Source: an optimization exercise on an open RTL-to-GDS flow (aim: small area and a short achievable clock period). Production flows keep margins and buffers that such runs may drop. In this exercise RTL edits were held to simulation tests only and were not proved equivalent to the original. Power and IR drop assume default switching activity.

==> flow/design.v <==
module dp_ram #(
    DATA_WIDTH = 32,
    ADDR_WIDTH = 32) (
    input  logic clkIn,
    input  logic wrEnIn,
    input  logic [ADDR_WIDTH-1:0] wrAddrIn,
    input  logic [DATA_WIDTH-1:0] wrDataIn,
    input  logic [ADDR_WIDTH-1:0] rdAddrIn,
    output logic [DATA_WIDTH-1:0] rdDataOut);
    localparam DEPTH = 1 << ADDR_WIDTH;
    logic [DEPTH-1:0][DATA_WIDTH-1:0] dataR;
    logic [DATA_WIDTH-1:0] rdDataR;
    always @(posedge clkIn) begin
        if (wrEnIn) begin
            dataR[wrAddrIn] <= wrDataIn;
        end
        rdDataR <= dataR[rdAddrIn];
    end
    assign rdDataOut = rdDataR;
endmodule
module fifo #(
    DATA_WIDTH = 32,
    DEPTH      = 32,
    SKID       = 0) (
    input  logic clkIn,
    input  logic rstIn,
    input  logic wrValidIn,
    output logic wrConsentOut,
    input  logic [DATA_WIDTH-1:0] wrDataIn,
    output logic rdValidOut,
    input  logic rdConsentIn,
    output logic [DATA_WIDTH-1:0] rdDataOut);
    localparam MDEPTH = DEPTH - 1;               
    localparam NLO = 4;                          
    localparam NHI = (MDEPTH + NLO - 1) / NLO;   
    localparam LASTLO = (MDEPTH - 1) % NLO;
    localparam LASTHI = (MDEPTH - 1) / NLO;
    localparam CW = $clog2(DEPTH + 1);
    logic [DATA_WIDTH-1:0] headR;
    logic [DATA_WIDTH-1:0] memR [0:MDEPTH-1];
    logic [NLO-1:0] wrLoR;
    logic [NHI-1:0] wrHiR;
    logic [MDEPTH-1:0] rdSelR;
    logic [CW-1:0] countR;
    logic rdValidR, wrConsentR, oneR;
    logic wr, rd, inc, dec, wrMem, rdMem, wrWrap, headLoad;
    logic is2, is31, is32;
    logic [CW-1:0] countInc, countDec;
    logic [DATA_WIDTH-1:0] memOut;
    assign wr  = wrValidIn & wrConsentR;
    assign rd  = rdConsentIn & rdValidR;
    assign inc = wr & ~rd;
    assign dec = rd & ~wr;
    assign wrMem = wr & rdValidR & ~(rdConsentIn & oneR);
    assign rdMem = rd & ~oneR;
    assign wrWrap = wrLoR[LASTLO] & wrHiR[LASTHI];
    assign is2  = countR == CW'(2);
    assign is31 = countR == CW'(DEPTH - 1);
    assign is32 = countR == CW'(DEPTH);
    assign countInc = countR + 1'b1;
    assign countDec = countR - 1'b1;
    always_comb begin
        memOut = '0;
        for (int i = 0; i < MDEPTH; i++)
            memOut = memOut | (memR[i] & {DATA_WIDTH{rdSelR[i]}});
    end
    always_ff @(posedge clkIn) begin
        if (rstIn) begin
            wrLoR      <= NLO'(1);
            wrHiR      <= NHI'(1);
            rdSelR     <= MDEPTH'(1);
            countR     <= '0;
            rdValidR   <= 1'b0;
            wrConsentR <= 1'b0;
            oneR       <= 1'b0;
        end else begin
            if (wrMem) begin
                if (wrWrap) begin
                    wrLoR <= NLO'(1);
                    wrHiR <= NHI'(1);
                end else begin
                    wrLoR <= {wrLoR[NLO-2:0], wrLoR[NLO-1]};
                    if (wrLoR[NLO-1])
                        wrHiR <= {wrHiR[NHI-2:0], wrHiR[NHI-1]};
                end
            end
            if (rdMem) rdSelR <= {rdSelR[MDEPTH-2:0], rdSelR[MDEPTH-1]};
            if (inc) begin
                countR     <= countInc;
                rdValidR   <= 1'b1;
                oneR       <= ~rdValidR;
                wrConsentR <= ~is31;
            end else if (dec) begin
                countR     <= countDec;
                rdValidR   <= ~oneR;
                oneR       <= is2;
                wrConsentR <= 1'b1;
            end else begin
                wrConsentR <= ~is32;
            end
        end
    end
    assign headLoad = ~rdValidR | (rdConsentIn & oneR);
    always_ff @(posedge clkIn) begin
        if (rstIn)
            headR <= '0;
        else if (headLoad)
            headR <= wrDataIn;
        else if (rdConsentIn)
            headR <= memOut;
    end
    for (genvar i = 0; i < MDEPTH; i++) begin : g_mem
        always_ff @(posedge clkIn) begin
            if (wrConsentR && wrLoR[i % NLO] && wrHiR[i / NLO])
                memR[i] <= wrDataIn;
        end
    end
    assign rdValidOut = rdValidR;
    assign wrConsentOut = wrConsentR;
    assign rdDataOut = headR;
endmodule
Settings: LEC_CHECK=0, CAP_MARGIN=20, CORE_MARGIN=2, CORE_UTILIZATION=75, CTS_CLUSTER_DIAMETER=90, CTS_CLUSTER_SIZE=28, SETUP_SLACK_MARGIN=2.4, SLEW_MARGIN=20; clock period 4.5 ns.
run.sh (not shown) runs the stock make flow with config.mk's settings and CLKGATE_MAP_FILE= SYNTH_SCRIPT=/design/flow/synth_recipe.tcl, a recipe that flattens the netlist after the stock synthesis.
Edit:
CORE_UTILIZATION = 65   (was 75)
SLEW_MARGIN = 70   (was 20)
Result:
- The new run finished clean
- clock power hardly moves
- worst setup slack improves by 110 ps
- routed wire length is higher by 4.2%
- count of clock-buffer cells in the layout went up by 2
- clock skew grows by 29 ps
- global-route usage fell by 5.0 points
- via count barely changes
- die area increases by 15%
- sequential share of layout area shrinks by 3.9 points
- area after synthesis stays the same
- sequential cell count does not change

==> static timing again, ports no longer ideal <==
Ports are ideal in the flow. The routed layouts listed here were re-timed in OpenROAD. Step 1 sets driving cells, clkbuf_16 on the clock port and buf_2 on the other inputs (assumed; they add their load-dependent delay and slew). Step 2 also shifts input and output timing later by t, the mid clock arrival at the registers, as if the neighbouring blocks saw the same clock. Three values: ideal ports, drivers, drivers and shift; two values: the first two.
| run | t (ns) | setup WS [ns] | hold slack, ns | latest minus earliest clock arrival (ns) |
|---|---|---|---|---|
| the first run | 0.686 | 2.247 / 2.247 / 1.754 | 0.509 / 0.509 / 0.509 | 0.024 / 0.024 |
| the second run | 0.689 | 2.361 / 2.292 / 1.775 | 0.502 / 0.502 / 0.502 | 0.050 / 0.049 |
After both steps setup and hold are still met in every run listed. The setup slack of the second run, which loses most, moves by -0.069 ns with the drivers and by -0.586 ns with both steps.
